Source: an optimization exercise on an open RTL-to-GDS flow (aim: small area, a short achievable clock period and few clock cycles). Production flows keep margins and buffers that such runs may drop. Power and IR drop assume default switching activity.

Setup of P:
Design Top_convolution, start of the top module:
module Top_convolution(
	input clk,
	input rst,
	input start,
	input en,
	input [12:0] addr,
	output [20:0] out,
	output [20:0] max_pl,
	output reg done,
	output pat_en,
	output [9:0] pat_addr,
	input [7:0] pat_dout,
	output img_en,
	output [17:0] img_addr,
	input [7:0] img_dout,
	output reg pc_en,
	output reg pc_we,
	output [9:0] pc_addr,
	output [10:0] pc_din,
	input [10:0] pc_dout,
	output reg ic_en,
	output reg ic_we,
	output [17:0] ic_addr,
	output [10:0] ic_din,
	input [10:0] ic_dout,
	output pl_en,
	output pl_we,
	output [12:0] pl_addr,
	output [20:0] pl_din,
	input [20:0] pl_dout
    );
==> flow/config.mk <==
export PLATFORM = sky130hd
export DESIGN_NAME = Top_convolution
export DESIGN_NICKNAME = Top_convolution
export VERILOG_FILES = /design/flow/design.v
export SDC_FILE = /design/flow/constraint.sdc
export NUM_CORES = 4
export LEC_CHECK = 0
export CAP_MARGIN = 20
export CORE_MARGIN = 2
export CORE_UTILIZATION = 60
export CTS_BUF_LIST = sky130_fd_sc_hd__clkbuf_8
export CTS_CLUSTER_SIZE = 30
export SLEW_MARGIN = 20
export SYNTH_HIERARCHICAL = 1
export SYNTH_MINIMUM_KEEP_SIZE = 0
==> flow/constraint.sdc <==
create_clock -name core_clock -period 11.0 [get_ports {clk}]
set_input_delay 2.2000 -clock core_clock [delete_from_list [all_inputs] [get_ports {clk}]]
set_output_delay 2.2000 -clock core_clock [all_outputs]
set_load 0.01 [all_outputs]
standard.sh (not shown) runs the stock make flow with config.mk's settings and CLKGATE_MAP_FILE= SYNTH_SCRIPT=/design/flow/synth_recipe.tcl, a recipe that flattens the netlist after the stock synthesis.
==> flow/flow/run.sh <==
#!/bin/bash
# The standard layout (standard.sh), with the port buffers made from
# buf_2 cells, and clock tree synthesis without dummy loads.
export BUFFER_PORTS_ARGS="-buffer_cell sky130_fd_sc_hd__buf_2"
export CTS_ARGS="-sink_clustering_enable -repair_clock_nets -dont_use_dummy_load -sink_clustering_size 30 -buf_list sky130_fd_sc_hd__clkbuf_8"
bash standard.sh > standard.log 2>&1
P ended with every stage complete and zero timing, DRC or antenna violations.
For Q, these inputs were changed with respect to P:
--- a/flow/design.v
+++ b/flow/design.v
@@ -539,47 +539,53 @@
 			t2_out <= t1_v && t1_out && (t1_ph || t1_row < 6'd8);
 			t2_pw <= t1_v && t1_out && t1_ph && !(t1_m == 3'd0 && t1_k == 3'd1);
 			t2_pwx <= t1_xr;
 			t2_icw <= t1_v && t1_out && t1_ph && t1_k == 3'd6;
 			c1_l <= (corr_issue && cj == 3'd0 && ci <= 3'd4) ? (5'd1 << ci) : 5'd0;
 			c2_l <= c1_l; c3_l <= c2_l; c3_r <= c2_l;
-			if (t2_out)
-				fprev <= fval;
-			fdat <= {fval, t2_pwx ? ic_dout[8:0] : fprev};
 			pl_res <= !t2_pw;
 			if (t2_out && !t2_ph) begin
 				pc_en <= 1; pc_we <= 1;
-				pc_a <= {t2_col[2:0], t2_row[2:0]};
 			end else begin
 				pc_en <= corr_issue; pc_we <= 0;
-				pc_a <= gpass ? {2'b0, (cj != 3'd0 || ci != 3'd0), 3'b0} : {cj, ci};
 			end
 			if (t2_icw) begin
 				ic_en <= 1; ic_we <= 1;
-				ic_a <= {t2_col, t2_m};
 			end else if (f_go && f_plw && fk == 3'd1) begin
 				ic_en <= 1; ic_we <= 0;
-				ic_a <= {fc - 6'd2, fm - 3'd1};
 			end else begin
 				ic_en <= 0; ic_we <= 0;
 			end
 			if (t2_pw) begin
 				pl_en_r <= 1; pl_we_r <= 1;
-				pl_a <= {1'b1, t2_col, t2_row - 6'd1};
 			end else if (c_rd) begin
 				pl_en_r <= 1; pl_we_r <= 0;
-				if (gpass)
-					pl_a <= {6'b100000, (cj != 3'd0 || ci != 3'd0), 6'b0};
-				else
-					pl_a <= {1'b1, c_col, c_row};
 			end else begin
 				pl_en_r <= pl_wr_now; pl_we_r <= pl_wr_now;
-				pl_a <= {7'b0, blk};
 			end
 		end
 	end
+	always @(posedge clk) begin
+		if (t2_out)
+			fprev <= fval;
+		fdat <= {fval, t2_pwx ? ic_dout[8:0] : fprev};
+		if (t2_out && !t2_ph)
+			pc_a <= {t2_col[2:0], t2_row[2:0]};
+		else
+			pc_a <= gpass ? {2'b0, (cj != 3'd0 || ci != 3'd0), 3'b0} : {cj, ci};
+		if (t2_icw)
+			ic_a <= {t2_col, t2_m};
+		else
+			ic_a <= {fc - 6'd2, fm - 3'd1};
+		if (t2_pw)
+			pl_a <= {1'b1, t2_col, t2_row - 6'd1};
+		else if (c_rd)
+			pl_a <= gpass ? {6'b100000, (cj != 3'd0 || ci != 3'd0), 6'b0} : {1'b1, c_col, c_row};
+		else
+			pl_a <= {7'b0, blk};
+	end
 	reg [17:0] pq;                   
 	reg [8:0] hb;                    
 	reg [8:0] curv, tailv;           
 	reg [8:0] pcr;
 	reg [8:0] pch1, pch2, pch3, pch4;
 	always @(posedge clk) begin
@@ -605,18 +611,19 @@
 	reg [1:0] r_k;
 	wire [20:0] satv;
 	maxpool sat (.in(res), .out(satv));
 	wire signed [20:0] sv = satv;
 	reg [4:0] pcnt;
 	wire r_blk = (r_k == 2'd2);
-	wire r_abs = r_blk || (r_k == 2'd1 && r_l0);
+	wire r_g = (r_k == 2'd1 && r_l0);    
+	reg blkdone;
 	wire signed [20:0] newmax = (pcnt == 5'd0 || sv > cur_max) ? sv : cur_max;
 	always @(posedge clk) begin
 		res <= ssel + csel;
 		if (rst) begin
-			r_l0 <= 0; r_k <= 0;
+			r_l0 <= 0; r_k <= 0; blkdone <= 0;
 			pcnt <= 0; abs_max <= 0; pend <= 0; blk <= 0;
 		end else begin
 			r_l0 <= c3_r[0]; r_k <= (c3_r == 5'd0) ? 2'd0 : c3_k;
 			if (r_blk) begin
 				cur_max <= newmax;
 				pcnt <= (pcnt == 5'd24) ? 5'd0 : pcnt + 5'd1;
@@ -624,13 +631,16 @@
 			if (r_blk && pcnt == 5'd24)
 				pend <= 1;
 			else if (pl_wr_now)
 				pend <= 0;
 			if (pl_wr_now)
 				blk <= blk + 6'd1;
-			if (r_abs && sv > abs_max)
-				abs_max <= sv;
+			blkdone <= r_blk && pcnt == 5'd24;
+			if (r_g)
+				abs_max <= sv[20] ? 21'd0 : sv;
+			else if (blkdone && cur_max > abs_max)
+				abs_max <= cur_max;
 		end
 	end
 	always @(posedge clk)
 		if (!rst && t2_pw && c_rd) $display("ERROR: PL port conflict at %0t", $time);
 endmodule
Changes observed in Q relative to P: DRC violation count after routing essentially unchanged; register-to-register slack increased 0.65 ns; final RePlAce weighted congestion decreased about 0.7%; clock buffer count decreased 2. Compared with P, in Q switching share of power barely changed; synthesized-area fraction occupied by adder cells climbed 0.67 points.
No run of this note included a check of the RTL's function; only the layout flow was run.

==> port drivers added, routing unchanged <==
The results above use ideal ports. As a check the final layouts listed here were re-extracted and re-timed, cells and wires unchanged. Step 1, drivers: a clkbuf_16 drives clk and a buf_2 each remaining input, both assumed. Step 2, shift: input delay + t, output delay - t, t = (earliest + latest rising clock arrival at the registers) / 2. This alone moves slack from input paths to output paths. a / b / c = ideal ports / drivers / drivers and shift; a / b = the first two.
| run | shift t [ns] | setup slack, ns | hold WS [ns] | worst setup path after step 2 | worst register clock-pin slew, ns |
|---|---|---|---|---|---|
| P | 0.773 | 6.112 / 6.081 / 6.081 | 0.315 / 0.315 / 0.315 | input to output | 0.07 / 0.07 |
| Q | 0.742 | 6.099 / 6.075 / 6.075 | 0.301 / 0.301 / 0.301 | input to output | 0.06 / 0.06 |
After both steps setup and hold are still met in every run listed. The setup slack of P, which loses most, moves by -0.031 ns with the drivers and by -0.031 ns with both steps.
